This is an optimization exercise on Yosys and OpenROAD, whose aim is small area, not a production implementation. RTL that was checked went through simulation tests only; none was proved equivalent to the original. The RTL of run 2 was laid out without a check of its function. Power figures rest on the tool's default switching activity, not on a simulated workload.

==> flow/design.v, too long to show whole: its modules and the start of the top module <==
// module g_inv: 3 lines
// module g_nand2: 3 lines
// module g_nor2: 3 lines
// module g_nand3: 3 lines
// module g_nor3: 3 lines
// module g_nand4: 3 lines
// module g_nor4: 3 lines
// module g_or4: 3 lines
// module g_nand3b: 3 lines
// module g_xor2: 3 lines
// module g_xnor2: 3 lines
// module g_nor2b: 3 lines
// module g_a21oi: 3 lines
// module g_a21boi: 3 lines
// module g_o21ai: 3 lines
// module g_o22ai: 3 lines
// module arbiter256: 2580 lines
module arbiter256 (
	input enable,
	input [255:0] req,
	output [255:0] grant,
	output reg [7:0] select,
	output reg valid,
	input clock,
	input reset
);
  // ...
==> flow/flow/run.sh <==
#!/bin/bash
# The standard layout (standard.sh), with these changes:
#  - after synthesis, every combinational cell is sized down to the
#    smallest cell of its function (flow/downsize.tcl); timing repair
#    sizes up again where needed;
#  - the port buffers are the smallest buffer cell;
#  - repair_design after placement does not use the largest buffers
#    (flow/resize_dont_use.tcl);
#  - clock tree synthesis options from flow/cts_args.txt.
cp standard.sh standard_sh.txt
export POST_SYNTH_TCL="$PWD/flow/downsize.tcl"
export PRE_RESIZE_TCL="$PWD/flow/resize_dont_use.tcl"
export BUFFER_PORTS_ARGS="-buffer_cell sky130_fd_sc_hd__buf_1"
if [[ -f flow/cts_args.txt ]]; then
  export CTS_ARGS="$(cat flow/cts_args.txt)"
fi
bash standard.sh > standard.log 2>&1
==> flow/flow/cts_args.txt <==
-sink_clustering_enable -repair_clock_nets -dont_use_dummy_load -buf_list {sky130_fd_sc_hd__clkbuf_4 sky130_fd_sc_hd__clkbuf_8} -sink_clustering_size 10 -sink_clustering_max_diameter 50
==> flow/flow/downsize.tcl <==
# Size every combinational cell from synthesis down to the smallest cell of
# the same function; then give the cells that drive many pins a stronger
# drive (the platform keeps later resizing to the same footprint).
proc fn_variants {base} {
  set out {}
  foreach lc [get_lib_cells ${base}_*] {
    set name [get_property $lc name]
    if {![regexp "^${base}_(\[0-9\]+)\$" $name -> dr]} { continue }
    if {[get_property $lc dont_use]} { continue }
    lappend out [list $dr $name [get_property $lc area]]
  }
  return $out
}
set n 0
set m 0
foreach inst [get_cells *] {
  set cell [get_property $inst ref_name]
  if {![regexp {^(sky130_fd_sc_hd__([a-z0-9]+))_([0-9]+)$} $cell -> base fn drive]} { continue }
  if {[regexp {^(df|dl|sdf|edf|sedf|clk|buf|conb|tap|fill|decap|diode)} $fn]} { continue }
  set fanout 0
  foreach pin [get_pins -of_objects $inst -filter "direction == output"] {
    set net [get_nets -of_objects $pin]
    if {$net ne ""} {
      incr fanout [llength [get_pins -of_objects $net -filter "direction == input"]]
    }
  }
  set want 0
  if {$fanout >= 4} { set want 2 }
  set best $cell
  set best_area [get_property [get_lib_cells $cell] area]
  foreach v [fn_variants $base] {
    lassign $v dr name a
    if {$want > 0} {
      if {$dr == $want} { set best $name; set best_area 0 }
    } elseif {$a < $best_area - 1e-6} {
      set best $name; set best_area $a
    }
  }
  if {$best ne $cell} {
    replace_cell $inst $best
    if {$want > 0} { incr m } else { incr n }
  }
}
puts "downsize: sized $n cells down, $m high-fanout cells to drive 2"
==> flow/flow/resize_dont_use.tcl <==
# Keep repair_design to the smaller buffers when it buffers the reset net.
set_dont_use [get_lib_cells {sky130_fd_sc_hd__buf_8 sky130_fd_sc_hd__buf_12 sky130_fd_sc_hd__buf_16}]
==> flow/standard.sh <==
#!/bin/bash
# synth_recipe.tcl (not shown) runs the flow's synth.tcl, then flattens the netlist and writes it again
# the make line also repeats each setting of config.mk as NAME=value (left out here)
make -C /OpenROAD-flow-scripts/flow DESIGN_CONFIG=/design/flow/config.mk WORK_HOME=/design/flow/orfs CLKGATE_MAP_FILE= SYNTH_SCRIPT=/design/flow/synth_recipe.tcl "${@:-finish}"
==> flow/config.mk <==
export PLATFORM = sky130hd
export DESIGN_NAME = arbiter256
export DESIGN_NICKNAME = arbiter256
export VERILOG_FILES = /design/flow/design.v
export SDC_FILE = /design/flow/constraint.sdc
export NUM_CORES = 4
export LEC_CHECK = 0
export CAP_MARGIN = 20
export CORE_MARGIN = 2
export CORE_UTILIZATION = 60
export GPL_TIMING_DRIVEN = 1
export PLACE_DENSITY = 0.8
export SETUP_SLACK_MARGIN = 0.05
export SLEW_MARGIN = 20
export SYNTH_HIERARCHICAL = 1
==> flow/constraint.sdc <==
create_clock -name core_clock -period 3.5 [get_ports {clock}]
set_input_delay 0.7000 -clock core_clock [delete_from_list [all_inputs] [get_ports {clock}]]
set_output_delay 0.7000 -clock core_clock [all_outputs]
set_load 0.01 [all_outputs]
==> run notes, run 1 <==
* Path type of the worst min-delay path: in2async
* Worst setup slack after placement at about 0.55 ns
* Setup skew after layout at 0.0492 ns
* Largest cell class by area: multi-input gates
* Largest delay share family, worst path: simple AND/OR/NAND/NOR gates
* Number of flip-flops in the largest register at around 260
* Post-cts hold buffer count at 0
* Clk pin slew, worst setup/hold paths at 0.07 ns
* P_clk at 1970 uW
* Most common cell after layout, fill and taps aside: buf_1
* Setup repair after global routing missed its margin: true
* Routed length per placed instance at 18.5 um
* Final setup violating endpoints at 0
* Yosys warning total at 7
* Run status: complete, no violations
* Average cell area after synthesis at 7.98 sq um
* Sequential cell area at 0.00679 sq mm
* Routed WL at 49,600 um
* Worst Setup Start Kind: flop
* Final net count at roughly 2,600
* Layout sequential cell count at 265
* Max-cap violations at 0
* Clock latency at the later pin of the worst-skew pair at 0.55 ns
* Layout overhead on the synthesized area at 21.7%
* Final cell count without fillers at 2,677
* Final slew viol count at 0
* Standard-cell row count at 56
* Number of cells in the design after placement at 2,640
* Number of diodes at 1
* Effective utilization at floorplan at 61.1%
* Number of cells upsized or downsized after cts at 6
* Least setup slack across all paths after layout at 0.154 ns
* Beginning of the critical path: q[122]$_DFF_PP0_
* Worst voltage drop across the vdd grid at 0.000422 V
* Well Taps at 319
* Worst endpoint data arrival time at 2.65 ns
* Top routing layer in use: met5
* Routed length on met2 at roughly 22,000 um
==> run 2, diff against run 1 <==
--- a/flow/design.v
+++ b/flow/design.v
@@ -1102,47 +1102,63 @@
 wire d2_1;
 wire d2_2;
 wire d2_3;
 wire d3_0;
 wire d3_1;
 wire d3_2;
 wire d3_3;
 wire lb0;
-wire hb0;
 wire lb1;
-wire hb1;
 wire lb2;
-wire hb2;
 wire lb3;
-wire hb3;
 wire lb4;
-wire hb4;
 wire lb5;
-wire hb5;
 wire lb6;
-wire hb6;
 wire lb7;
-wire hb7;
 wire lb8;
-wire hb8;
 wire lb9;
-wire hb9;
 wire lb10;
-wire hb10;
 wire lb11;
-wire hb11;
 wire lb12;
-wire hb12;
 wire lb13;
-wire hb13;
 wire lb14;
-wire hb14;
 wire lb15;
-wire hb15;
+wire hb0_0;
+wire hb0_1;
+wire hb1_0;
+wire hb1_1;
+wire hb2_0;
+wire hb2_1;
+wire hb3_0;
+wire hb3_1;
+wire hb4_0;
+wire hb4_1;
+wire hb5_0;
+wire hb5_1;
+wire hb6_0;
+wire hb6_1;
+wire hb7_0;
+wire hb7_1;
+wire hb8_0;
+wire hb8_1;
+wire hb9_0;
+wire hb9_1;
+wire hb10_0;
+wire hb10_1;
+wire hb11_0;
+wire hb11_1;
+wire hb12_0;
+wire hb12_1;
+wire hb13_0;
+wire hb13_1;
+wire hb14_0;
+wire hb14_1;
+wire hb15_0;
+wire hb15_1;
 always @(posedge clock, posedge reset)
 begin
 	if(reset)
 	begin
 		q <= 255'b111111111111111111111111111111111111111111111111111111111111111111111111111111111111111111111111111111111111111111111111111111110000000000000000000000000000000000000000000000000000000000000000000000000000000000000000000000000000000000000000000000000000000;
 		select <= 0;
 		valid <= 0;
 		ev_n_q <= 1;
@@ -2397,296 +2413,312 @@
 g_nor2 u1232 (.a(selc4), .b(select[5]), .y(d2_1));
 g_nor2 u1233 (.a(select[4]), .b(selc5), .y(d2_2));
 g_nor2 u1234 (.a(selc4), .b(selc5), .y(d2_3));
 g_nor3 u1235 (.a(select[6]), .b(select[7]), .c(ev_n_q), .y(d3_0));
 g_nor3 u1236 (.a(selc6), .b(select[7]), .c(ev_n_q), .y(d3_1));
 g_nor3 u1237 (.a(select[6]), .b(selc7), .c(ev_n_q), .y(d3_2));
 g_nor3 u1238 (.a(selc6), .b(selc7), .c(ev_n_q), .y(d3_3));
 g_nand2 u1239 (.a(d0_0), .b(d1_0), .y(lb0));
-g_nand3b u1240 (.a_n(en16), .b(d2_0), .c(d3_0), .y(hb0));
-g_nand2 u1241 (.a(d0_1), .b(d1_0), .y(lb1));
-g_nand3b u1242 (.a_n(en17), .b(d2_1), .c(d3_0), .y(hb1));
-g_nand2 u1243 (.a(d0_2), .b(d1_0), .y(lb2));
-g_nand3b u1244 (.a_n(en18), .b(d2_2), .c(d3_0), .y(hb2));
-g_nand2 u1245 (.a(d0_3), .b(d1_0), .y(lb3));
-g_nand3b u1246 (.a_n(en19), .b(d2_3), .c(d3_0), .y(hb3));
-g_nand2 u1247 (.a(d0_0), .b(d1_1), .y(lb4));
-g_nand3b u1248 (.a_n(en20), .b(d2_0), .c(d3_1), .y(hb4));
-g_nand2 u1249 (.a(d0_1), .b(d1_1), .y(lb5));
-g_nand3b u1250 (.a_n(en21), .b(d2_1), .c(d3_1), .y(hb5));
-g_nand2 u1251 (.a(d0_2), .b(d1_1), .y(lb6));
-g_nand3b u1252 (.a_n(en22), .b(d2_2), .c(d3_1), .y(hb6));
-g_nand2 u1253 (.a(d0_3), .b(d1_1), .y(lb7));
-g_nand3b u1254 (.a_n(en23), .b(d2_3), .c(d3_1), .y(hb7));
-g_nand2 u1255 (.a(d0_0), .b(d1_2), .y(lb8));
-g_nand3b u1256 (.a_n(en24), .b(d2_0), .c(d3_2), .y(hb8));
-g_nand2 u1257 (.a(d0_1), .b(d1_2), .y(lb9));
-g_nand3b u1258 (.a_n(en25), .b(d2_1), .c(d3_2), .y(hb9));
-g_nand2 u1259 (.a(d0_2), .b(d1_2), .y(lb10));
-g_nand3b u1260 (.a_n(en26), .b(d2_2), .c(d3_2), .y(hb10));
-g_nand2 u1261 (.a(d0_3), .b(d1_2), .y(lb11));
-g_nand3b u1262 (.a_n(en27), .b(d2_3), .c(d3_2), .y(hb11));
-g_nand2 u1263 (.a(d0_0), .b(d1_3), .y(lb12));
-g_nand3b u1264 (.a_n(en28), .b(d2_0), .c(d3_3), .y(hb12));
-g_nand2 u1265 (.a(d0_1), .b(d1_3), .y(lb13));
-g_nand3b u1266 (.a_n(en29), .b(d2_1), .c(d3_3), .y(hb13));
-g_nand2 u1267 (.a(d0_2), .b(d1_3), .y(lb14));
-g_nand3b u1268 (.a_n(en30), .b(d2_2), .c(d3_3), .y(hb14));
-g_nand2 u1269 (.a(d0_3), .b(d1_3), .y(lb15));
-g_nand3b u1270 (.a_n(en31), .b(d2_3), .c(d3_3), .y(hb15));
-g_nor2 u1271 (.a(hb0), .b(lb0), .y(grant[0]));
-g_nor2 u1272 (.a(hb0), .b(lb1), .y(grant[1]));
-g_nor2 u1273 (.a(hb0), .b(lb2), .y(grant[2]));
-g_nor2 u1274 (.a(hb0), .b(lb3), .y(grant[3]));
-g_nor2 u1275 (.a(hb0), .b(lb4), .y(grant[4]));
-g_nor2 u1276 (.a(hb0), .b(lb5), .y(grant[5]));
-g_nor2 u1277 (.a(hb0), .b(lb6), .y(grant[6]));
-g_nor2 u1278 (.a(hb0), .b(lb7), .y(grant[7]));
-g_nor2 u1279 (.a(hb0), .b(lb8), .y(grant[8]));
-g_nor2 u1280 (.a(hb0), .b(lb9), .y(grant[9]));
-g_nor2 u1281 (.a(hb0), .b(lb10), .y(grant[10]));
-g_nor2 u1282 (.a(hb0), .b(lb11), .y(grant[11]));
-g_nor2 u1283 (.a(hb0), .b(lb12), .y(grant[12]));
-g_nor2 u1284 (.a(hb0), .b(lb13), .y(grant[13]));
-g_nor2 u1285 (.a(hb0), .b(lb14), .y(grant[14]));
-g_nor2 u1286 (.a(hb0), .b(lb15), .y(grant[15]));
-g_nor2 u1287 (.a(hb1), .b(lb0), .y(grant[16]));
-g_nor2 u1288 (.a(hb1), .b(lb1), .y(grant[17]));
-g_nor2 u1289 (.a(hb1), .b(lb2), .y(grant[18]));
-g_nor2 u1290 (.a(hb1), .b(lb3), .y(grant[19]));
-g_nor2 u1291 (.a(hb1), .b(lb4), .y(grant[20]));
-g_nor2 u1292 (.a(hb1), .b(lb5), .y(grant[21]));
-g_nor2 u1293 (.a(hb1), .b(lb6), .y(grant[22]));
-g_nor2 u1294 (.a(hb1), .b(lb7), .y(grant[23]));
-g_nor2 u1295 (.a(hb1), .b(lb8), .y(grant[24]));
-g_nor2 u1296 (.a(hb1), .b(lb9), .y(grant[25]));
-g_nor2 u1297 (.a(hb1), .b(lb10), .y(grant[26]));
-g_nor2 u1298 (.a(hb1), .b(lb11), .y(grant[27]));
-g_nor2 u1299 (.a(hb1), .b(lb12), .y(grant[28]));
-g_nor2 u1300 (.a(hb1), .b(lb13), .y(grant[29]));
-g_nor2 u1301 (.a(hb1), .b(lb14), .y(grant[30]));
-g_nor2 u1302 (.a(hb1), .b(lb15), .y(grant[31]));
-g_nor2 u1303 (.a(hb2), .b(lb0), .y(grant[32]));
-g_nor2 u1304 (.a(hb2), .b(lb1), .y(grant[33]));
-g_nor2 u1305 (.a(hb2), .b(lb2), .y(grant[34]));
-g_nor2 u1306 (.a(hb2), .b(lb3), .y(grant[35]));
-g_nor2 u1307 (.a(hb2), .b(lb4), .y(grant[36]));
-g_nor2 u1308 (.a(hb2), .b(lb5), .y(grant[37]));
-g_nor2 u1309 (.a(hb2), .b(lb6), .y(grant[38]));
-g_nor2 u1310 (.a(hb2), .b(lb7), .y(grant[39]));
-g_nor2 u1311 (.a(hb2), .b(lb8), .y(grant[40]));
-g_nor2 u1312 (.a(hb2), .b(lb9), .y(grant[41]));
-g_nor2 u1313 (.a(hb2), .b(lb10), .y(grant[42]));
-g_nor2 u1314 (.a(hb2), .b(lb11), .y(grant[43]));
-g_nor2 u1315 (.a(hb2), .b(lb12), .y(grant[44]));
-g_nor2 u1316 (.a(hb2), .b(lb13), .y(grant[45]));
-g_nor2 u1317 (.a(hb2), .b(lb14), .y(grant[46]));
-g_nor2 u1318 (.a(hb2), .b(lb15), .y(grant[47]));
-g_nor2 u1319 (.a(hb3), .b(lb0), .y(grant[48]));
-g_nor2 u1320 (.a(hb3), .b(lb1), .y(grant[49]));
-g_nor2 u1321 (.a(hb3), .b(lb2), .y(grant[50]));
-g_nor2 u1322 (.a(hb3), .b(lb3), .y(grant[51]));
-g_nor2 u1323 (.a(hb3), .b(lb4), .y(grant[52]));
-g_nor2 u1324 (.a(hb3), .b(lb5), .y(grant[53]));
-g_nor2 u1325 (.a(hb3), .b(lb6), .y(grant[54]));
-g_nor2 u1326 (.a(hb3), .b(lb7), .y(grant[55]));
-g_nor2 u1327 (.a(hb3), .b(lb8), .y(grant[56]));
-g_nor2 u1328 (.a(hb3), .b(lb9), .y(grant[57]));
-g_nor2 u1329 (.a(hb3), .b(lb10), .y(grant[58]));
-g_nor2 u1330 (.a(hb3), .b(lb11), .y(grant[59]));
-g_nor2 u1331 (.a(hb3), .b(lb12), .y(grant[60]));
-g_nor2 u1332 (.a(hb3), .b(lb13), .y(grant[61]));
-g_nor2 u1333 (.a(hb3), .b(lb14), .y(grant[62]));
-g_nor2 u1334 (.a(hb3), .b(lb15), .y(grant[63]));
-g_nor2 u1335 (.a(hb4), .b(lb0), .y(grant[64]));
-g_nor2 u1336 (.a(hb4), .b(lb1), .y(grant[65]));
-g_nor2 u1337 (.a(hb4), .b(lb2), .y(grant[66]));
-g_nor2 u1338 (.a(hb4), .b(lb3), .y(grant[67]));
-g_nor2 u1339 (.a(hb4), .b(lb4), .y(grant[68]));
-g_nor2 u1340 (.a(hb4), .b(lb5), .y(grant[69]));
-g_nor2 u1341 (.a(hb4), .b(lb6), .y(grant[70]));
-g_nor2 u1342 (.a(hb4), .b(lb7), .y(grant[71]));
-g_nor2 u1343 (.a(hb4), .b(lb8), .y(grant[72]));
-g_nor2 u1344 (.a(hb4), .b(lb9), .y(grant[73]));
-g_nor2 u1345 (.a(hb4), .b(lb10), .y(grant[74]));
-g_nor2 u1346 (.a(hb4), .b(lb11), .y(grant[75]));
-g_nor2 u1347 (.a(hb4), .b(lb12), .y(grant[76]));
-g_nor2 u1348 (.a(hb4), .b(lb13), .y(grant[77]));
-g_nor2 u1349 (.a(hb4), .b(lb14), .y(grant[78]));
-g_nor2 u1350 (.a(hb4), .b(lb15), .y(grant[79]));
-g_nor2 u1351 (.a(hb5), .b(lb0), .y(grant[80]));
-g_nor2 u1352 (.a(hb5), .b(lb1), .y(grant[81]));
-g_nor2 u1353 (.a(hb5), .b(lb2), .y(grant[82]));
-g_nor2 u1354 (.a(hb5), .b(lb3), .y(grant[83]));
-g_nor2 u1355 (.a(hb5), .b(lb4), .y(grant[84]));
-g_nor2 u1356 (.a(hb5), .b(lb5), .y(grant[85]));
-g_nor2 u1357 (.a(hb5), .b(lb6), .y(grant[86]));
-g_nor2 u1358 (.a(hb5), .b(lb7), .y(grant[87]));
-g_nor2 u1359 (.a(hb5), .b(lb8), .y(grant[88]));
-g_nor2 u1360 (.a(hb5), .b(lb9), .y(grant[89]));
-g_nor2 u1361 (.a(hb5), .b(lb10), .y(grant[90]));
-g_nor2 u1362 (.a(hb5), .b(lb11), .y(grant[91]));
-g_nor2 u1363 (.a(hb5), .b(lb12), .y(grant[92]));
-g_nor2 u1364 (.a(hb5), .b(lb13), .y(grant[93]));
-g_nor2 u1365 (.a(hb5), .b(lb14), .y(grant[94]));
-g_nor2 u1366 (.a(hb5), .b(lb15), .y(grant[95]));
-g_nor2 u1367 (.a(hb6), .b(lb0), .y(grant[96]));
-g_nor2 u1368 (.a(hb6), .b(lb1), .y(grant[97]));
-g_nor2 u1369 (.a(hb6), .b(lb2), .y(grant[98]));
-g_nor2 u1370 (.a(hb6), .b(lb3), .y(grant[99]));
-g_nor2 u1371 (.a(hb6), .b(lb4), .y(grant[100]));
-g_nor2 u1372 (.a(hb6), .b(lb5), .y(grant[101]));
-g_nor2 u1373 (.a(hb6), .b(lb6), .y(grant[102]));
-g_nor2 u1374 (.a(hb6), .b(lb7), .y(grant[103]));
-g_nor2 u1375 (.a(hb6), .b(lb8), .y(grant[104]));
-g_nor2 u1376 (.a(hb6), .b(lb9), .y(grant[105]));
-g_nor2 u1377 (.a(hb6), .b(lb10), .y(grant[106]));
-g_nor2 u1378 (.a(hb6), .b(lb11), .y(grant[107]));
-g_nor2 u1379 (.a(hb6), .b(lb12), .y(grant[108]));
-g_nor2 u1380 (.a(hb6), .b(lb13), .y(grant[109]));
-g_nor2 u1381 (.a(hb6), .b(lb14), .y(grant[110]));
-g_nor2 u1382 (.a(hb6), .b(lb15), .y(grant[111]));
-g_nor2 u1383 (.a(hb7), .b(lb0), .y(grant[112]));
-g_nor2 u1384 (.a(hb7), .b(lb1), .y(grant[113]));
-g_nor2 u1385 (.a(hb7), .b(lb2), .y(grant[114]));
-g_nor2 u1386 (.a(hb7), .b(lb3), .y(grant[115]));
-g_nor2 u1387 (.a(hb7), .b(lb4), .y(grant[116]));
-g_nor2 u1388 (.a(hb7), .b(lb5), .y(grant[117]));
-g_nor2 u1389 (.a(hb7), .b(lb6), .y(grant[118]));
-g_nor2 u1390 (.a(hb7), .b(lb7), .y(grant[119]));
-g_nor2 u1391 (.a(hb7), .b(lb8), .y(grant[120]));
-g_nor2 u1392 (.a(hb7), .b(lb9), .y(grant[121]));
-g_nor2 u1393 (.a(hb7), .b(lb10), .y(grant[122]));
-g_nor2 u1394 (.a(hb7), .b(lb11), .y(grant[123]));
-g_nor2 u1395 (.a(hb7), .b(lb12), .y(grant[124]));
-g_nor2 u1396 (.a(hb7), .b(lb13), .y(grant[125]));
-g_nor2 u1397 (.a(hb7), .b(lb14), .y(grant[126]));
-g_nor2 u1398 (.a(hb7), .b(lb15), .y(grant[127]));
-g_nor2 u1399 (.a(hb8), .b(lb0), .y(grant[128]));
-g_nor2 u1400 (.a(hb8), .b(lb1), .y(grant[129]));
-g_nor2 u1401 (.a(hb8), .b(lb2), .y(grant[130]));
-g_nor2 u1402 (.a(hb8), .b(lb3), .y(grant[131]));
-g_nor2 u1403 (.a(hb8), .b(lb4), .y(grant[132]));
-g_nor2 u1404 (.a(hb8), .b(lb5), .y(grant[133]));
-g_nor2 u1405 (.a(hb8), .b(lb6), .y(grant[134]));
-g_nor2 u1406 (.a(hb8), .b(lb7), .y(grant[135]));
-g_nor2 u1407 (.a(hb8), .b(lb8), .y(grant[136]));
-g_nor2 u1408 (.a(hb8), .b(lb9), .y(grant[137]));
-g_nor2 u1409 (.a(hb8), .b(lb10), .y(grant[138]));
-g_nor2 u1410 (.a(hb8), .b(lb11), .y(grant[139]));
-g_nor2 u1411 (.a(hb8), .b(lb12), .y(grant[140]));
-g_nor2 u1412 (.a(hb8), .b(lb13), .y(grant[141]));
-g_nor2 u1413 (.a(hb8), .b(lb14), .y(grant[142]));
-g_nor2 u1414 (.a(hb8), .b(lb15), .y(grant[143]));
-g_nor2 u1415 (.a(hb9), .b(lb0), .y(grant[144]));
-g_nor2 u1416 (.a(hb9), .b(lb1), .y(grant[145]));
-g_nor2 u1417 (.a(hb9), .b(lb2), .y(grant[146]));
-g_nor2 u1418 (.a(hb9), .b(lb3), .y(grant[147]));
-g_nor2 u1419 (.a(hb9), .b(lb4), .y(grant[148]));
-g_nor2 u1420 (.a(hb9), .b(lb5), .y(grant[149]));
-g_nor2 u1421 (.a(hb9), .b(lb6), .y(grant[150]));
-g_nor2 u1422 (.a(hb9), .b(lb7), .y(grant[151]));
-g_nor2 u1423 (.a(hb9), .b(lb8), .y(grant[152]));
-g_nor2 u1424 (.a(hb9), .b(lb9), .y(grant[153]));
-g_nor2 u1425 (.a(hb9), .b(lb10), .y(grant[154]));
-g_nor2 u1426 (.a(hb9), .b(lb11), .y(grant[155]));
-g_nor2 u1427 (.a(hb9), .b(lb12), .y(grant[156]));
-g_nor2 u1428 (.a(hb9), .b(lb13), .y(grant[157]));
-g_nor2 u1429 (.a(hb9), .b(lb14), .y(grant[158]));
-g_nor2 u1430 (.a(hb9), .b(lb15), .y(grant[159]));
-g_nor2 u1431 (.a(hb10), .b(lb0), .y(grant[160]));
-g_nor2 u1432 (.a(hb10), .b(lb1), .y(grant[161]));
-g_nor2 u1433 (.a(hb10), .b(lb2), .y(grant[162]));
-g_nor2 u1434 (.a(hb10), .b(lb3), .y(grant[163]));
-g_nor2 u1435 (.a(hb10), .b(lb4), .y(grant[164]));
-g_nor2 u1436 (.a(hb10), .b(lb5), .y(grant[165]));
-g_nor2 u1437 (.a(hb10), .b(lb6), .y(grant[166]));
-g_nor2 u1438 (.a(hb10), .b(lb7), .y(grant[167]));
-g_nor2 u1439 (.a(hb10), .b(lb8), .y(grant[168]));
-g_nor2 u1440 (.a(hb10), .b(lb9), .y(grant[169]));
-g_nor2 u1441 (.a(hb10), .b(lb10), .y(grant[170]));
-g_nor2 u1442 (.a(hb10), .b(lb11), .y(grant[171]));
-g_nor2 u1443 (.a(hb10), .b(lb12), .y(grant[172]));
-g_nor2 u1444 (.a(hb10), .b(lb13), .y(grant[173]));
-g_nor2 u1445 (.a(hb10), .b(lb14), .y(grant[174]));
-g_nor2 u1446 (.a(hb10), .b(lb15), .y(grant[175]));
-g_nor2 u1447 (.a(hb11), .b(lb0), .y(grant[176]));
-g_nor2 u1448 (.a(hb11), .b(lb1), .y(grant[177]));
-g_nor2 u1449 (.a(hb11), .b(lb2), .y(grant[178]));
-g_nor2 u1450 (.a(hb11), .b(lb3), .y(grant[179]));
-g_nor2 u1451 (.a(hb11), .b(lb4), .y(grant[180]));
-g_nor2 u1452 (.a(hb11), .b(lb5), .y(grant[181]));
-g_nor2 u1453 (.a(hb11), .b(lb6), .y(grant[182]));
-g_nor2 u1454 (.a(hb11), .b(lb7), .y(grant[183]));
-g_nor2 u1455 (.a(hb11), .b(lb8), .y(grant[184]));
-g_nor2 u1456 (.a(hb11), .b(lb9), .y(grant[185]));
-g_nor2 u1457 (.a(hb11), .b(lb10), .y(grant[186]));
-g_nor2 u1458 (.a(hb11), .b(lb11), .y(grant[187]));
-g_nor2 u1459 (.a(hb11), .b(lb12), .y(grant[188]));
-g_nor2 u1460 (.a(hb11), .b(lb13), .y(grant[189]));
-g_nor2 u1461 (.a(hb11), .b(lb14), .y(grant[190]));
-g_nor2 u1462 (.a(hb11), .b(lb15), .y(grant[191]));
-g_nor2 u1463 (.a(hb12), .b(lb0), .y(grant[192]));
-g_nor2 u1464 (.a(hb12), .b(lb1), .y(grant[193]));
-g_nor2 u1465 (.a(hb12), .b(lb2), .y(grant[194]));
-g_nor2 u1466 (.a(hb12), .b(lb3), .y(grant[195]));
-g_nor2 u1467 (.a(hb12), .b(lb4), .y(grant[196]));
-g_nor2 u1468 (.a(hb12), .b(lb5), .y(grant[197]));
-g_nor2 u1469 (.a(hb12), .b(lb6), .y(grant[198]));
-g_nor2 u1470 (.a(hb12), .b(lb7), .y(grant[199]));
-g_nor2 u1471 (.a(hb12), .b(lb8), .y(grant[200]));
-g_nor2 u1472 (.a(hb12), .b(lb9), .y(grant[201]));
-g_nor2 u1473 (.a(hb12), .b(lb10), .y(grant[202]));
-g_nor2 u1474 (.a(hb12), .b(lb11), .y(grant[203]));
-g_nor2 u1475 (.a(hb12), .b(lb12), .y(grant[204]));
-g_nor2 u1476 (.a(hb12), .b(lb13), .y(grant[205]));
-g_nor2 u1477 (.a(hb12), .b(lb14), .y(grant[206]));
-g_nor2 u1478 (.a(hb12), .b(lb15), .y(grant[207]));
-g_nor2 u1479 (.a(hb13), .b(lb0), .y(grant[208]));
-g_nor2 u1480 (.a(hb13), .b(lb1), .y(grant[209]));
-g_nor2 u1481 (.a(hb13), .b(lb2), .y(grant[210]));
-g_nor2 u1482 (.a(hb13), .b(lb3), .y(grant[211]));
-g_nor2 u1483 (.a(hb13), .b(lb4), .y(grant[212]));
-g_nor2 u1484 (.a(hb13), .b(lb5), .y(grant[213]));
-g_nor2 u1485 (.a(hb13), .b(lb6), .y(grant[214]));
-g_nor2 u1486 (.a(hb13), .b(lb7), .y(grant[215]));
-g_nor2 u1487 (.a(hb13), .b(lb8), .y(grant[216]));
-g_nor2 u1488 (.a(hb13), .b(lb9), .y(grant[217]));
-g_nor2 u1489 (.a(hb13), .b(lb10), .y(grant[218]));
-g_nor2 u1490 (.a(hb13), .b(lb11), .y(grant[219]));
-g_nor2 u1491 (.a(hb13), .b(lb12), .y(grant[220]));
-g_nor2 u1492 (.a(hb13), .b(lb13), .y(grant[221]));
-g_nor2 u1493 (.a(hb13), .b(lb14), .y(grant[222]));
-g_nor2 u1494 (.a(hb13), .b(lb15), .y(grant[223]));
-g_nor2 u1495 (.a(hb14), .b(lb0), .y(grant[224]));
-g_nor2 u1496 (.a(hb14), .b(lb1), .y(grant[225]));
-g_nor2 u1497 (.a(hb14), .b(lb2), .y(grant[226]));
-g_nor2 u1498 (.a(hb14), .b(lb3), .y(grant[227]));
-g_nor2 u1499 (.a(hb14), .b(lb4), .y(grant[228]));
-g_nor2 u1500 (.a(hb14), .b(lb5), .y(grant[229]));
-g_nor2 u1501 (.a(hb14), .b(lb6), .y(grant[230]));
-g_nor2 u1502 (.a(hb14), .b(lb7), .y(grant[231]));
-g_nor2 u1503 (.a(hb14), .b(lb8), .y(grant[232]));
-g_nor2 u1504 (.a(hb14), .b(lb9), .y(grant[233]));
-g_nor2 u1505 (.a(hb14), .b(lb10), .y(grant[234]));
-g_nor2 u1506 (.a(hb14), .b(lb11), .y(grant[235]));
-g_nor2 u1507 (.a(hb14), .b(lb12), .y(grant[236]));
-g_nor2 u1508 (.a(hb14), .b(lb13), .y(grant[237]));
-g_nor2 u1509 (.a(hb14), .b(lb14), .y(grant[238]));
-g_nor2 u1510 (.a(hb14), .b(lb15), .y(grant[239]));
-g_nor2 u1511 (.a(hb15), .b(lb0), .y(grant[240]));
-g_nor2 u1512 (.a(hb15), .b(lb1), .y(grant[241]));
-g_nor2 u1513 (.a(hb15), .b(lb2), .y(grant[242]));
-g_nor2 u1514 (.a(hb15), .b(lb3), .y(grant[243]));
-g_nor2 u1515 (.a(hb15), .b(lb4), .y(grant[244]));
-g_nor2 u1516 (.a(hb15), .b(lb5), .y(grant[245]));
-g_nor2 u1517 (.a(hb15), .b(lb6), .y(grant[246]));
-g_nor2 u1518 (.a(hb15), .b(lb7), .y(grant[247]));
-g_nor2 u1519 (.a(hb15), .b(lb8), .y(grant[248]));
-g_nor2 u1520 (.a(hb15), .b(lb9), .y(grant[249]));
-g_nor2 u1521 (.a(hb15), .b(lb10), .y(grant[250]));
-g_nor2 u1522 (.a(hb15), .b(lb11), .y(grant[251]));
-g_nor2 u1523 (.a(hb15), .b(lb12), .y(grant[252]));
-g_nor2 u1524 (.a(hb15), .b(lb13), .y(grant[253]));
-g_nor2 u1525 (.a(hb15), .b(lb14), .y(grant[254]));
-g_nor2 u1526 (.a(hb15), .b(lb15), .y(grant[255]));
+g_nand2 u1240 (.a(d0_1), .b(d1_0), .y(lb1));
+g_nand2 u1241 (.a(d0_2), .b(d1_0), .y(lb2));
+g_nand2 u1242 (.a(d0_3), .b(d1_0), .y(lb3));
+g_nand2 u1243 (.a(d0_0), .b(d1_1), .y(lb4));
+g_nand2 u1244 (.a(d0_1), .b(d1_1), .y(lb5));
+g_nand2 u1245 (.a(d0_2), .b(d1_1), .y(lb6));
+g_nand2 u1246 (.a(d0_3), .b(d1_1), .y(lb7));
+g_nand2 u1247 (.a(d0_0), .b(d1_2), .y(lb8));
+g_nand2 u1248 (.a(d0_1), .b(d1_2), .y(lb9));
+g_nand2 u1249 (.a(d0_2), .b(d1_2), .y(lb10));
+g_nand2 u1250 (.a(d0_3), .b(d1_2), .y(lb11));
+g_nand2 u1251 (.a(d0_0), .b(d1_3), .y(lb12));
+g_nand2 u1252 (.a(d0_1), .b(d1_3), .y(lb13));
+g_nand2 u1253 (.a(d0_2), .b(d1_3), .y(lb14));
+g_nand2 u1254 (.a(d0_3), .b(d1_3), .y(lb15));
+g_nand3b u1255 (.a_n(en16), .b(d2_0), .c(d3_0), .y(hb0_0));
+g_nand3b u1256 (.a_n(en16), .b(d2_0), .c(d3_0), .y(hb0_1));
+g_nand3b u1257 (.a_n(en17), .b(d2_1), .c(d3_0), .y(hb1_0));
+g_nand3b u1258 (.a_n(en17), .b(d2_1), .c(d3_0), .y(hb1_1));
+g_nand3b u1259 (.a_n(en18), .b(d2_2), .c(d3_0), .y(hb2_0));
+g_nand3b u1260 (.a_n(en18), .b(d2_2), .c(d3_0), .y(hb2_1));
+g_nand3b u1261 (.a_n(en19), .b(d2_3), .c(d3_0), .y(hb3_0));
+g_nand3b u1262 (.a_n(en19), .b(d2_3), .c(d3_0), .y(hb3_1));
+g_nand3b u1263 (.a_n(en20), .b(d2_0), .c(d3_1), .y(hb4_0));
+g_nand3b u1264 (.a_n(en20), .b(d2_0), .c(d3_1), .y(hb4_1));
+g_nand3b u1265 (.a_n(en21), .b(d2_1), .c(d3_1), .y(hb5_0));
+g_nand3b u1266 (.a_n(en21), .b(d2_1), .c(d3_1), .y(hb5_1));
+g_nand3b u1267 (.a_n(en22), .b(d2_2), .c(d3_1), .y(hb6_0));
+g_nand3b u1268 (.a_n(en22), .b(d2_2), .c(d3_1), .y(hb6_1));
+g_nand3b u1269 (.a_n(en23), .b(d2_3), .c(d3_1), .y(hb7_0));
+g_nand3b u1270 (.a_n(en23), .b(d2_3), .c(d3_1), .y(hb7_1));
+g_nand3b u1271 (.a_n(en24), .b(d2_0), .c(d3_2), .y(hb8_0));
+g_nand3b u1272 (.a_n(en24), .b(d2_0), .c(d3_2), .y(hb8_1));
+g_nand3b u1273 (.a_n(en25), .b(d2_1), .c(d3_2), .y(hb9_0));
+g_nand3b u1274 (.a_n(en25), .b(d2_1), .c(d3_2), .y(hb9_1));
+g_nand3b u1275 (.a_n(en26), .b(d2_2), .c(d3_2), .y(hb10_0));
+g_nand3b u1276 (.a_n(en26), .b(d2_2), .c(d3_2), .y(hb10_1));
+g_nand3b u1277 (.a_n(en27), .b(d2_3), .c(d3_2), .y(hb11_0));
+g_nand3b u1278 (.a_n(en27), .b(d2_3), .c(d3_2), .y(hb11_1));
+g_nand3b u1279 (.a_n(en28), .b(d2_0), .c(d3_3), .y(hb12_0));
+g_nand3b u1280 (.a_n(en28), .b(d2_0), .c(d3_3), .y(hb12_1));
+g_nand3b u1281 (.a_n(en29), .b(d2_1), .c(d3_3), .y(hb13_0));
+g_nand3b u1282 (.a_n(en29), .b(d2_1), .c(d3_3), .y(hb13_1));
+g_nand3b u1283 (.a_n(en30), .b(d2_2), .c(d3_3), .y(hb14_0));
+g_nand3b u1284 (.a_n(en30), .b(d2_2), .c(d3_3), .y(hb14_1));
+g_nand3b u1285 (.a_n(en31), .b(d2_3), .c(d3_3), .y(hb15_0));
+g_nand3b u1286 (.a_n(en31), .b(d2_3), .c(d3_3), .y(hb15_1));
+g_nor2 u1287 (.a(hb0_0), .b(lb0), .y(grant[0]));
+g_nor2 u1288 (.a(hb0_0), .b(lb1), .y(grant[1]));
+g_nor2 u1289 (.a(hb0_0), .b(lb2), .y(grant[2]));
+g_nor2 u1290 (.a(hb0_0), .b(lb3), .y(grant[3]));
+g_nor2 u1291 (.a(hb0_0), .b(lb4), .y(grant[4]));
+g_nor2 u1292 (.a(hb0_0), .b(lb5), .y(grant[5]));
+g_nor2 u1293 (.a(hb0_0), .b(lb6), .y(grant[6]));
+g_nor2 u1294 (.a(hb0_0), .b(lb7), .y(grant[7]));
+g_nor2 u1295 (.a(hb0_1), .b(lb8), .y(grant[8]));
+g_nor2 u1296 (.a(hb0_1), .b(lb9), .y(grant[9]));
+g_nor2 u1297 (.a(hb0_1), .b(lb10), .y(grant[10]));
+g_nor2 u1298 (.a(hb0_1), .b(lb11), .y(grant[11]));
+g_nor2 u1299 (.a(hb0_1), .b(lb12), .y(grant[12]));
+g_nor2 u1300 (.a(hb0_1), .b(lb13), .y(grant[13]));
+g_nor2 u1301 (.a(hb0_1), .b(lb14), .y(grant[14]));
+g_nor2 u1302 (.a(hb0_1), .b(lb15), .y(grant[15]));
+g_nor2 u1303 (.a(hb1_0), .b(lb0), .y(grant[16]));
+g_nor2 u1304 (.a(hb1_0), .b(lb1), .y(grant[17]));
+g_nor2 u1305 (.a(hb1_0), .b(lb2), .y(grant[18]));
+g_nor2 u1306 (.a(hb1_0), .b(lb3), .y(grant[19]));
+g_nor2 u1307 (.a(hb1_0), .b(lb4), .y(grant[20]));
+g_nor2 u1308 (.a(hb1_0), .b(lb5), .y(grant[21]));
+g_nor2 u1309 (.a(hb1_0), .b(lb6), .y(grant[22]));
+g_nor2 u1310 (.a(hb1_0), .b(lb7), .y(grant[23]));
+g_nor2 u1311 (.a(hb1_1), .b(lb8), .y(grant[24]));
+g_nor2 u1312 (.a(hb1_1), .b(lb9), .y(grant[25]));
+g_nor2 u1313 (.a(hb1_1), .b(lb10), .y(grant[26]));
+g_nor2 u1314 (.a(hb1_1), .b(lb11), .y(grant[27]));
+g_nor2 u1315 (.a(hb1_1), .b(lb12), .y(grant[28]));
+g_nor2 u1316 (.a(hb1_1), .b(lb13), .y(grant[29]));
+g_nor2 u1317 (.a(hb1_1), .b(lb14), .y(grant[30]));
+g_nor2 u1318 (.a(hb1_1), .b(lb15), .y(grant[31]));
+g_nor2 u1319 (.a(hb2_0), .b(lb0), .y(grant[32]));
+g_nor2 u1320 (.a(hb2_0), .b(lb1), .y(grant[33]));
+g_nor2 u1321 (.a(hb2_0), .b(lb2), .y(grant[34]));
+g_nor2 u1322 (.a(hb2_0), .b(lb3), .y(grant[35]));
+g_nor2 u1323 (.a(hb2_0), .b(lb4), .y(grant[36]));
+g_nor2 u1324 (.a(hb2_0), .b(lb5), .y(grant[37]));
+g_nor2 u1325 (.a(hb2_0), .b(lb6), .y(grant[38]));
+g_nor2 u1326 (.a(hb2_0), .b(lb7), .y(grant[39]));
+g_nor2 u1327 (.a(hb2_1), .b(lb8), .y(grant[40]));
+g_nor2 u1328 (.a(hb2_1), .b(lb9), .y(grant[41]));
+g_nor2 u1329 (.a(hb2_1), .b(lb10), .y(grant[42]));
+g_nor2 u1330 (.a(hb2_1), .b(lb11), .y(grant[43]));
+g_nor2 u1331 (.a(hb2_1), .b(lb12), .y(grant[44]));
+g_nor2 u1332 (.a(hb2_1), .b(lb13), .y(grant[45]));
+g_nor2 u1333 (.a(hb2_1), .b(lb14), .y(grant[46]));
+g_nor2 u1334 (.a(hb2_1), .b(lb15), .y(grant[47]));
+g_nor2 u1335 (.a(hb3_0), .b(lb0), .y(grant[48]));
+g_nor2 u1336 (.a(hb3_0), .b(lb1), .y(grant[49]));
+g_nor2 u1337 (.a(hb3_0), .b(lb2), .y(grant[50]));
+g_nor2 u1338 (.a(hb3_0), .b(lb3), .y(grant[51]));
+g_nor2 u1339 (.a(hb3_0), .b(lb4), .y(grant[52]));
+g_nor2 u1340 (.a(hb3_0), .b(lb5), .y(grant[53]));
+g_nor2 u1341 (.a(hb3_0), .b(lb6), .y(grant[54]));
+g_nor2 u1342 (.a(hb3_0), .b(lb7), .y(grant[55]));
+g_nor2 u1343 (.a(hb3_1), .b(lb8), .y(grant[56]));
+g_nor2 u1344 (.a(hb3_1), .b(lb9), .y(grant[57]));
+g_nor2 u1345 (.a(hb3_1), .b(lb10), .y(grant[58]));
+g_nor2 u1346 (.a(hb3_1), .b(lb11), .y(grant[59]));
+g_nor2 u1347 (.a(hb3_1), .b(lb12), .y(grant[60]));
+g_nor2 u1348 (.a(hb3_1), .b(lb13), .y(grant[61]));
+g_nor2 u1349 (.a(hb3_1), .b(lb14), .y(grant[62]));
+g_nor2 u1350 (.a(hb3_1), .b(lb15), .y(grant[63]));
+g_nor2 u1351 (.a(hb4_0), .b(lb0), .y(grant[64]));
+g_nor2 u1352 (.a(hb4_0), .b(lb1), .y(grant[65]));
+g_nor2 u1353 (.a(hb4_0), .b(lb2), .y(grant[66]));
+g_nor2 u1354 (.a(hb4_0), .b(lb3), .y(grant[67]));
+g_nor2 u1355 (.a(hb4_0), .b(lb4), .y(grant[68]));
+g_nor2 u1356 (.a(hb4_0), .b(lb5), .y(grant[69]));
+g_nor2 u1357 (.a(hb4_0), .b(lb6), .y(grant[70]));
+g_nor2 u1358 (.a(hb4_0), .b(lb7), .y(grant[71]));
+g_nor2 u1359 (.a(hb4_1), .b(lb8), .y(grant[72]));
+g_nor2 u1360 (.a(hb4_1), .b(lb9), .y(grant[73]));
+g_nor2 u1361 (.a(hb4_1), .b(lb10), .y(grant[74]));
+g_nor2 u1362 (.a(hb4_1), .b(lb11), .y(grant[75]));
+g_nor2 u1363 (.a(hb4_1), .b(lb12), .y(grant[76]));
+g_nor2 u1364 (.a(hb4_1), .b(lb13), .y(grant[77]));
+g_nor2 u1365 (.a(hb4_1), .b(lb14), .y(grant[78]));
+g_nor2 u1366 (.a(hb4_1), .b(lb15), .y(grant[79]));
+g_nor2 u1367 (.a(hb5_0), .b(lb0), .y(grant[80]));
+g_nor2 u1368 (.a(hb5_0), .b(lb1), .y(grant[81]));
+g_nor2 u1369 (.a(hb5_0), .b(lb2), .y(grant[82]));
+g_nor2 u1370 (.a(hb5_0), .b(lb3), .y(grant[83]));
+g_nor2 u1371 (.a(hb5_0), .b(lb4), .y(grant[84]));
+g_nor2 u1372 (.a(hb5_0), .b(lb5), .y(grant[85]));
+g_nor2 u1373 (.a(hb5_0), .b(lb6), .y(grant[86]));
+g_nor2 u1374 (.a(hb5_0), .b(lb7), .y(grant[87]));
+g_nor2 u1375 (.a(hb5_1), .b(lb8), .y(grant[88]));
+g_nor2 u1376 (.a(hb5_1), .b(lb9), .y(grant[89]));
+g_nor2 u1377 (.a(hb5_1), .b(lb10), .y(grant[90]));
+g_nor2 u1378 (.a(hb5_1), .b(lb11), .y(grant[91]));
+g_nor2 u1379 (.a(hb5_1), .b(lb12), .y(grant[92]));
+g_nor2 u1380 (.a(hb5_1), .b(lb13), .y(grant[93]));
+g_nor2 u1381 (.a(hb5_1), .b(lb14), .y(grant[94]));
+g_nor2 u1382 (.a(hb5_1), .b(lb15), .y(grant[95]));
+g_nor2 u1383 (.a(hb6_0), .b(lb0), .y(grant[96]));
+g_nor2 u1384 (.a(hb6_0), .b(lb1), .y(grant[97]));
+g_nor2 u1385 (.a(hb6_0), .b(lb2), .y(grant[98]));
+g_nor2 u1386 (.a(hb6_0), .b(lb3), .y(grant[99]));
+g_nor2 u1387 (.a(hb6_0), .b(lb4), .y(grant[100]));
+g_nor2 u1388 (.a(hb6_0), .b(lb5), .y(grant[101]));
+g_nor2 u1389 (.a(hb6_0), .b(lb6), .y(grant[102]));
+g_nor2 u1390 (.a(hb6_0), .b(lb7), .y(grant[103]));
+g_nor2 u1391 (.a(hb6_1), .b(lb8), .y(grant[104]));
+g_nor2 u1392 (.a(hb6_1), .b(lb9), .y(grant[105]));
+g_nor2 u1393 (.a(hb6_1), .b(lb10), .y(grant[106]));
+g_nor2 u1394 (.a(hb6_1), .b(lb11), .y(grant[107]));
+g_nor2 u1395 (.a(hb6_1), .b(lb12), .y(grant[108]));
+g_nor2 u1396 (.a(hb6_1), .b(lb13), .y(grant[109]));
+g_nor2 u1397 (.a(hb6_1), .b(lb14), .y(grant[110]));
+g_nor2 u1398 (.a(hb6_1), .b(lb15), .y(grant[111]));
+g_nor2 u1399 (.a(hb7_0), .b(lb0), .y(grant[112]));
+g_nor2 u1400 (.a(hb7_0), .b(lb1), .y(grant[113]));
+g_nor2 u1401 (.a(hb7_0), .b(lb2), .y(grant[114]));
+g_nor2 u1402 (.a(hb7_0), .b(lb3), .y(grant[115]));
+g_nor2 u1403 (.a(hb7_0), .b(lb4), .y(grant[116]));
+g_nor2 u1404 (.a(hb7_0), .b(lb5), .y(grant[117]));
+g_nor2 u1405 (.a(hb7_0), .b(lb6), .y(grant[118]));
+g_nor2 u1406 (.a(hb7_0), .b(lb7), .y(grant[119]));
+g_nor2 u1407 (.a(hb7_1), .b(lb8), .y(grant[120]));
+g_nor2 u1408 (.a(hb7_1), .b(lb9), .y(grant[121]));
+g_nor2 u1409 (.a(hb7_1), .b(lb10), .y(grant[122]));
+g_nor2 u1410 (.a(hb7_1), .b(lb11), .y(grant[123]));
+g_nor2 u1411 (.a(hb7_1), .b(lb12), .y(grant[124]));
+g_nor2 u1412 (.a(hb7_1), .b(lb13), .y(grant[125]));
+g_nor2 u1413 (.a(hb7_1), .b(lb14), .y(grant[126]));
+g_nor2 u1414 (.a(hb7_1), .b(lb15), .y(grant[127]));
+g_nor2 u1415 (.a(hb8_0), .b(lb0), .y(grant[128]));
+g_nor2 u1416 (.a(hb8_0), .b(lb1), .y(grant[129]));
+g_nor2 u1417 (.a(hb8_0), .b(lb2), .y(grant[130]));
+g_nor2 u1418 (.a(hb8_0), .b(lb3), .y(grant[131]));
+g_nor2 u1419 (.a(hb8_0), .b(lb4), .y(grant[132]));
+g_nor2 u1420 (.a(hb8_0), .b(lb5), .y(grant[133]));
+g_nor2 u1421 (.a(hb8_0), .b(lb6), .y(grant[134]));
+g_nor2 u1422 (.a(hb8_0), .b(lb7), .y(grant[135]));
+g_nor2 u1423 (.a(hb8_1), .b(lb8), .y(grant[136]));
+g_nor2 u1424 (.a(hb8_1), .b(lb9), .y(grant[137]));
+g_nor2 u1425 (.a(hb8_1), .b(lb10), .y(grant[138]));
+g_nor2 u1426 (.a(hb8_1), .b(lb11), .y(grant[139]));
+g_nor2 u1427 (.a(hb8_1), .b(lb12), .y(grant[140]));
+g_nor2 u1428 (.a(hb8_1), .b(lb13), .y(grant[141]));
+g_nor2 u1429 (.a(hb8_1), .b(lb14), .y(grant[142]));
+g_nor2 u1430 (.a(hb8_1), .b(lb15), .y(grant[143]));
+g_nor2 u1431 (.a(hb9_0), .b(lb0), .y(grant[144]));
+g_nor2 u1432 (.a(hb9_0), .b(lb1), .y(grant[145]));
+g_nor2 u1433 (.a(hb9_0), .b(lb2), .y(grant[146]));
+g_nor2 u1434 (.a(hb9_0), .b(lb3), .y(grant[147]));
+g_nor2 u1435 (.a(hb9_0), .b(lb4), .y(grant[148]));
+g_nor2 u1436 (.a(hb9_0), .b(lb5), .y(grant[149]));
+g_nor2 u1437 (.a(hb9_0), .b(lb6), .y(grant[150]));
+g_nor2 u1438 (.a(hb9_0), .b(lb7), .y(grant[151]));
+g_nor2 u1439 (.a(hb9_1), .b(lb8), .y(grant[152]));
+g_nor2 u1440 (.a(hb9_1), .b(lb9), .y(grant[153]));
+g_nor2 u1441 (.a(hb9_1), .b(lb10), .y(grant[154]));
+g_nor2 u1442 (.a(hb9_1), .b(lb11), .y(grant[155]));
+g_nor2 u1443 (.a(hb9_1), .b(lb12), .y(grant[156]));
+g_nor2 u1444 (.a(hb9_1), .b(lb13), .y(grant[157]));
+g_nor2 u1445 (.a(hb9_1), .b(lb14), .y(grant[158]));
+g_nor2 u1446 (.a(hb9_1), .b(lb15), .y(grant[159]));
+g_nor2 u1447 (.a(hb10_0), .b(lb0), .y(grant[160]));
+g_nor2 u1448 (.a(hb10_0), .b(lb1), .y(grant[161]));
+g_nor2 u1449 (.a(hb10_0), .b(lb2), .y(grant[162]));
+g_nor2 u1450 (.a(hb10_0), .b(lb3), .y(grant[163]));
+g_nor2 u1451 (.a(hb10_0), .b(lb4), .y(grant[164]));
+g_nor2 u1452 (.a(hb10_0), .b(lb5), .y(grant[165]));
+g_nor2 u1453 (.a(hb10_0), .b(lb6), .y(grant[166]));
+g_nor2 u1454 (.a(hb10_0), .b(lb7), .y(grant[167]));
+g_nor2 u1455 (.a(hb10_1), .b(lb8), .y(grant[168]));
+g_nor2 u1456 (.a(hb10_1), .b(lb9), .y(grant[169]));
+g_nor2 u1457 (.a(hb10_1), .b(lb10), .y(grant[170]));
+g_nor2 u1458 (.a(hb10_1), .b(lb11), .y(grant[171]));
+g_nor2 u1459 (.a(hb10_1), .b(lb12), .y(grant[172]));
+g_nor2 u1460 (.a(hb10_1), .b(lb13), .y(grant[173]));
+g_nor2 u1461 (.a(hb10_1), .b(lb14), .y(grant[174]));
+g_nor2 u1462 (.a(hb10_1), .b(lb15), .y(grant[175]));
+g_nor2 u1463 (.a(hb11_0), .b(lb0), .y(grant[176]));
+g_nor2 u1464 (.a(hb11_0), .b(lb1), .y(grant[177]));
+g_nor2 u1465 (.a(hb11_0), .b(lb2), .y(grant[178]));
+g_nor2 u1466 (.a(hb11_0), .b(lb3), .y(grant[179]));
+g_nor2 u1467 (.a(hb11_0), .b(lb4), .y(grant[180]));
+g_nor2 u1468 (.a(hb11_0), .b(lb5), .y(grant[181]));
+g_nor2 u1469 (.a(hb11_0), .b(lb6), .y(grant[182]));
+g_nor2 u1470 (.a(hb11_0), .b(lb7), .y(grant[183]));
+g_nor2 u1471 (.a(hb11_1), .b(lb8), .y(grant[184]));
+g_nor2 u1472 (.a(hb11_1), .b(lb9), .y(grant[185]));
+g_nor2 u1473 (.a(hb11_1), .b(lb10), .y(grant[186]));
+g_nor2 u1474 (.a(hb11_1), .b(lb11), .y(grant[187]));
+g_nor2 u1475 (.a(hb11_1), .b(lb12), .y(grant[188]));
+g_nor2 u1476 (.a(hb11_1), .b(lb13), .y(grant[189]));
+g_nor2 u1477 (.a(hb11_1), .b(lb14), .y(grant[190]));
+g_nor2 u1478 (.a(hb11_1), .b(lb15), .y(grant[191]));
+g_nor2 u1479 (.a(hb12_0), .b(lb0), .y(grant[192]));
+g_nor2 u1480 (.a(hb12_0), .b(lb1), .y(grant[193]));
+g_nor2 u1481 (.a(hb12_0), .b(lb2), .y(grant[194]));
+g_nor2 u1482 (.a(hb12_0), .b(lb3), .y(grant[195]));
+g_nor2 u1483 (.a(hb12_0), .b(lb4), .y(grant[196]));
+g_nor2 u1484 (.a(hb12_0), .b(lb5), .y(grant[197]));
+g_nor2 u1485 (.a(hb12_0), .b(lb6), .y(grant[198]));
+g_nor2 u1486 (.a(hb12_0), .b(lb7), .y(grant[199]));
+g_nor2 u1487 (.a(hb12_1), .b(lb8), .y(grant[200]));
+g_nor2 u1488 (.a(hb12_1), .b(lb9), .y(grant[201]));
+g_nor2 u1489 (.a(hb12_1), .b(lb10), .y(grant[202]));
+g_nor2 u1490 (.a(hb12_1), .b(lb11), .y(grant[203]));
+g_nor2 u1491 (.a(hb12_1), .b(lb12), .y(grant[204]));
+g_nor2 u1492 (.a(hb12_1), .b(lb13), .y(grant[205]));
+g_nor2 u1493 (.a(hb12_1), .b(lb14), .y(grant[206]));
+g_nor2 u1494 (.a(hb12_1), .b(lb15), .y(grant[207]));
+g_nor2 u1495 (.a(hb13_0), .b(lb0), .y(grant[208]));
+g_nor2 u1496 (.a(hb13_0), .b(lb1), .y(grant[209]));
+g_nor2 u1497 (.a(hb13_0), .b(lb2), .y(grant[210]));
+g_nor2 u1498 (.a(hb13_0), .b(lb3), .y(grant[211]));
+g_nor2 u1499 (.a(hb13_0), .b(lb4), .y(grant[212]));
+g_nor2 u1500 (.a(hb13_0), .b(lb5), .y(grant[213]));
+g_nor2 u1501 (.a(hb13_0), .b(lb6), .y(grant[214]));
+g_nor2 u1502 (.a(hb13_0), .b(lb7), .y(grant[215]));
+g_nor2 u1503 (.a(hb13_1), .b(lb8), .y(grant[216]));
+g_nor2 u1504 (.a(hb13_1), .b(lb9), .y(grant[217]));
+g_nor2 u1505 (.a(hb13_1), .b(lb10), .y(grant[218]));
+g_nor2 u1506 (.a(hb13_1), .b(lb11), .y(grant[219]));
+g_nor2 u1507 (.a(hb13_1), .b(lb12), .y(grant[220]));
+g_nor2 u1508 (.a(hb13_1), .b(lb13), .y(grant[221]));
+g_nor2 u1509 (.a(hb13_1), .b(lb14), .y(grant[222]));
+g_nor2 u1510 (.a(hb13_1), .b(lb15), .y(grant[223]));
+g_nor2 u1511 (.a(hb14_0), .b(lb0), .y(grant[224]));
+g_nor2 u1512 (.a(hb14_0), .b(lb1), .y(grant[225]));
+g_nor2 u1513 (.a(hb14_0), .b(lb2), .y(grant[226]));
+g_nor2 u1514 (.a(hb14_0), .b(lb3), .y(grant[227]));
+g_nor2 u1515 (.a(hb14_0), .b(lb4), .y(grant[228]));
+g_nor2 u1516 (.a(hb14_0), .b(lb5), .y(grant[229]));
+g_nor2 u1517 (.a(hb14_0), .b(lb6), .y(grant[230]));
+g_nor2 u1518 (.a(hb14_0), .b(lb7), .y(grant[231]));
+g_nor2 u1519 (.a(hb14_1), .b(lb8), .y(grant[232]));
+g_nor2 u1520 (.a(hb14_1), .b(lb9), .y(grant[233]));
+g_nor2 u1521 (.a(hb14_1), .b(lb10), .y(grant[234]));
+g_nor2 u1522 (.a(hb14_1), .b(lb11), .y(grant[235]));
+g_nor2 u1523 (.a(hb14_1), .b(lb12), .y(grant[236]));
+g_nor2 u1524 (.a(hb14_1), .b(lb13), .y(grant[237]));
+g_nor2 u1525 (.a(hb14_1), .b(lb14), .y(grant[238]));
+g_nor2 u1526 (.a(hb14_1), .b(lb15), .y(grant[239]));
+g_nor2 u1527 (.a(hb15_0), .b(lb0), .y(grant[240]));
+g_nor2 u1528 (.a(hb15_0), .b(lb1), .y(grant[241]));
+g_nor2 u1529 (.a(hb15_0), .b(lb2), .y(grant[242]));
+g_nor2 u1530 (.a(hb15_0), .b(lb3), .y(grant[243]));
+g_nor2 u1531 (.a(hb15_0), .b(lb4), .y(grant[244]));
+g_nor2 u1532 (.a(hb15_0), .b(lb5), .y(grant[245]));
+g_nor2 u1533 (.a(hb15_0), .b(lb6), .y(grant[246]));
+g_nor2 u1534 (.a(hb15_0), .b(lb7), .y(grant[247]));
+g_nor2 u1535 (.a(hb15_1), .b(lb8), .y(grant[248]));
+g_nor2 u1536 (.a(hb15_1), .b(lb9), .y(grant[249]));
+g_nor2 u1537 (.a(hb15_1), .b(lb10), .y(grant[250]));
+g_nor2 u1538 (.a(hb15_1), .b(lb11), .y(grant[251]));
+g_nor2 u1539 (.a(hb15_1), .b(lb12), .y(grant[252]));
+g_nor2 u1540 (.a(hb15_1), .b(lb13), .y(grant[253]));
+g_nor2 u1541 (.a(hb15_1), .b(lb14), .y(grant[254]));
+g_nor2 u1542 (.a(hb15_1), .b(lb15), .y(grant[255]));
 endmodule
==> flow/flow/cts_args.txt (replaced) <==
-sink_clustering_enable -repair_clock_nets -dont_use_dummy_load -buf_list {sky130_fd_sc_hd__clkbuf_8} -sink_clustering_size 16 -sink_clustering_max_diameter 80
==> run 2 against run 1 <==
  * Still clean on timing, DRC and antenna
  * Critical path depth is the same
  * Register-to-register slack got worse by 0.06 ns
  * Flip-flop and latch count unchanged
  * Utilization up 0.25 points
  * Clock power fell by 24%
  * Worst hold slack gained 0.044 ns
  * Final cell count about the same
  * Combinational power increased by 3%
  * Clock skew fell by 0.013 ns
  * Power fell by 2.8%
  * Die area rose by 1.2%
==> run notes, run 2 <==
* Clock tree from TritonCTS: done
* Violation count after the first detailed-route iteration at 1,648
* Worst-case headroom to the max-slew limit at between 30% and 40%
* Critical path start-end classification: reg2out
* Max clock buf depth at 3
* Source of the worst register-to-register timing path: q[227]$_DFF_PP1_
* Port bufs at 523
* Number of buffers created by CTS at 20
* Floorplan die width at 159 um
* Leading cell types in the layout, fill and taps excluded: buf_1 (521), nor2_1 (415), nand2_1 (263), o22ai_1 (246), a21oi_1 (170)
* Path type of the worst min-delay path: in2async
* Number of endpoints with negative hold slack in the final report at 0
* Final net count at 2,621 (+0.11%)
* CTS sink cnt at about 270
* Number of diodes at 0 (-1)
* Area of the core at 0.0235 sq mm
* Routed length per placed instance at 18.7 um (+0.66%)
* Max-cap violations at 0 (unchanged)
* Setup skew after layout at 0.0359 ns (-0.0132 ns)
* Overall via count from detail_route at 15,500
* Number of global-route vias before repair at 14,200
* Aggregate negative setup slack at 0 ns
* Pleak at about 0.0075 uW
* Antenna violations before repair at 1
* Run status: complete, no violations
* Routed via count divided by cell count at 5.78
* Total placed instance area at between 0.015 and 0.02 sq mm
* Worst voltage drop across the vdd grid at 0.000470 V (+11%)
* Wire length of the first global-routing pass at 75,500 um
* Largest stage delay on the critical path at 0.43 ns
* Routability-driven placement congestion ratio at around 0.95
* Worst Setup Start Kind: flop
* Standard-cell row count at 56 (unchanged)
* Largest reg by FF count: q
* Cell area after layout at between 0.015 and 0.02 sq mm
* Setup repair after global routing missed its margin: true
* Most common cell after layout, fill and taps aside: buf_1
* Layout overhead on the synthesized area at 21.3%
* Count of filler cells inserted in the layout at 1,891
* Registers with the highest flip-flop counts: q x255, select x8
* Net count of the mapped netlist at 2,067
* Reg2reg end: ev_n_q$_DFF_PP1_
* Number of flip-flops in the largest register at 255 (unchanged)
* Critical Path Slowest Stage Cell: dfrtp_1
* Post-cts hold buffer count at 0 (unchanged)
* Crit share post-route at 96.6%
* Pwr per Cell Area at 600 mW/mm^2
* Final setup violating endpoints at 0 (unchanged)
* Share of final-layout standard cells stronger than drive strength 1 at 12.6%
* All-Layer GR Usage at 37.3%
* Depth of the worst register-to-register path at 14
* Synthesized instance count at 1,808
* Post-route DRC violation count at 0
* Critical path data required time at 2.80 ns
* Height of the chip at 159 um
* CP Cell Sequence: inv_1 -> o22ai_1 -> o22ai_2 -> o22ai_2 -> xor2_1 -> nand4_1 -> nand3b_4 -> nor2_1 -> buf_1
* Minimum setup slack among reg-to-reg paths at 0.87 ns
* Combined area of all synthesized cells at 0.0145 sq mm
* Post-detailed-route count of antenna-violating nets at 0
* Final slew viol count at 0 (unchanged)
* Average cell area after synthesis at 8.00 sq um (+0.36%)
* Largest net degree at the start of global routing at 131
* Crit-path max FO at 8
* Effective utilization at floorplan at 61.5% (+0.40 points)
* DR pass1 iterations at 6
* Min cycle time layout at 3.38 ns
* Slew at the pin with the worst max-slew slack at 1.03 ns
* Routed WL at 50,000 um (+0.73%)
* Yosys warning total at 7 (unchanged)
* Clock latency at the later pin of the worst-skew pair at 0.55 ns (about the same)
* Root buffer cell: clkbuf_8
* Critical path endpoint category: output port
* Fmax at 0.296 GHz
* Number of levels in the clock H-tree at 1
* Worst endpoint data arrival time at 2.68 ns (+0.03 ns)
* Worst path most repeated cell: o22ai_2
* Total Die Area at 0.0254 sq mm
* Total congestion overflow after global routing at 0
* Clk pin slew, worst setup/hold paths at 0.11 ns (+0.04 ns)
* HPWL after DPL at 38,200 um
* I/O pins at ~520
==> run 2: power by group <==
| part | internal [uW] | leakage [uW] | switching (uW) |
|---|---|---|---|
| clock network | 517 | 0.000144 | 985 |
| logic | 1680 | 0.00439 | 2910 |
| registers | 3630 | 0.00299 | 809 |
| total | 5830 | 0.00752 | 4700 |
==> run 2: final cells by class <==
class                      instances  area [sq um]  area share [%]
sequential                       265          6800            38.7
tap                              319           399            2.27
timing repair buffer             532          2060            11.7
clock buffer                      20           275            1.57
multi-input combinational       1400          7470            42.6
inverter                         143           549            3.13
==> run 2: timing repair <==
action | in CTS | in global routing
buffers inserted | 0 | 4
setup endpoints to repair | 28 | 219
gates resized for setup | 4 | 50
pin swaps | 0 | 6
==> run 2: worst max path at each step <==
| stage | startpoint | to | slack [ns] | cells after the start |
|---|---|---|---|---|
| 6_report | q[75]$_DFF_PP0_ | grant[40] | 0.12 | 9 |
| 5_1_grt | q[91]$_DFF_PP0_ | grant[103] | -0.02 | 9 |
| 4_1_cts | q[75]$_DFF_PP0_ | grant[33] | 0.02 | 9 |
| 3_5_place_dp | q[90]$_DFF_PP0_ | grant[103] | 0.53 | 9 |
| 3_3_place_gp | q[90]$_DFF_PP0_ | grant[103] | 0.57 | 9 |
| 2_1_floorplan | reset | q[100]$_DFF_PP0_ | 0.62 | 1 |
==> run 2: metrics by stage <==
| stage | hold WS, ns | cells | utilization [%] | power, uW | worst slack (ns) |
|---|---|---|---|---|---|
| floorplan | 0.442 | 1808 | - | 7350 | 0.622 |
| global placement | 0.447 | 2655 | 71.8 | 8510 | 0.569 |
| detailed placement | 0.454 | 2655 | 71.8 | 8700 | 0.532 |
| CTS | 0.274 | 2675 | 73.1 | 10200 | 0.0198 |
| global route | 0.277 | 2679 | 74.5 | 11100 | -0.0183 |
| finish | 0.282 | 2679 | 74.5 | 10500 | 0.120 |
==> run 2: worst max-delay path: cells and delay by family, from the launching register on <==
kind                   cells  cell delay (ns)
AO/OA/AOI/OAI              3             0.60
XOR/XNOR                   1             0.20
buffers and inverters      2             0.24
flip-flops                 1             0.43
AND/OR/NAND/NOR            3             0.68
==> run 2: layer usage <==
| metal | up-vias | GRT usage (%) | routed length, um |
|---|---|---|---|
| li1 | 7318 | - | - |
| met1 | 7264 | 50.9 | 20300 |
| met2 | 806 | 59.3 | 23100 |
| met3 | 102 | 7.89 | 4800 |
| met4 | 4 | 13.2 | 1750 |
| met5 | - | 0 | 52 |

==> static timing again, ports no longer ideal <==
Ports are ideal in the flow. The routed layouts listed here were re-timed in OpenROAD. Step 1: set_driving_cell puts a clkbuf_16 on clock and a buf_2 on each other input, an assumption about the parent block. Step 2 moves the port delays by t, midway between the first and last clock arrival at a register: inputs arrive t later, outputs are due t later. That takes back most of the time a late clock gives input paths. a / b / c = ideal ports / drivers / drivers and shift; a / b = the first two.
run | t (ns) | slack for setup (ns) | clock arrival spread, ns | worst register clock-pin slew, ns
run 1 | 0.567 | 0.154 / 0.109 / 0.514 | 0.049 / 0.049 | 0.07 / 0.07
run 2 | 0.582 | 0.120 / 0.070 / 0.432 | 0.036 / 0.036 | 0.11 / 0.11
After both steps setup and hold are still met in every run listed.
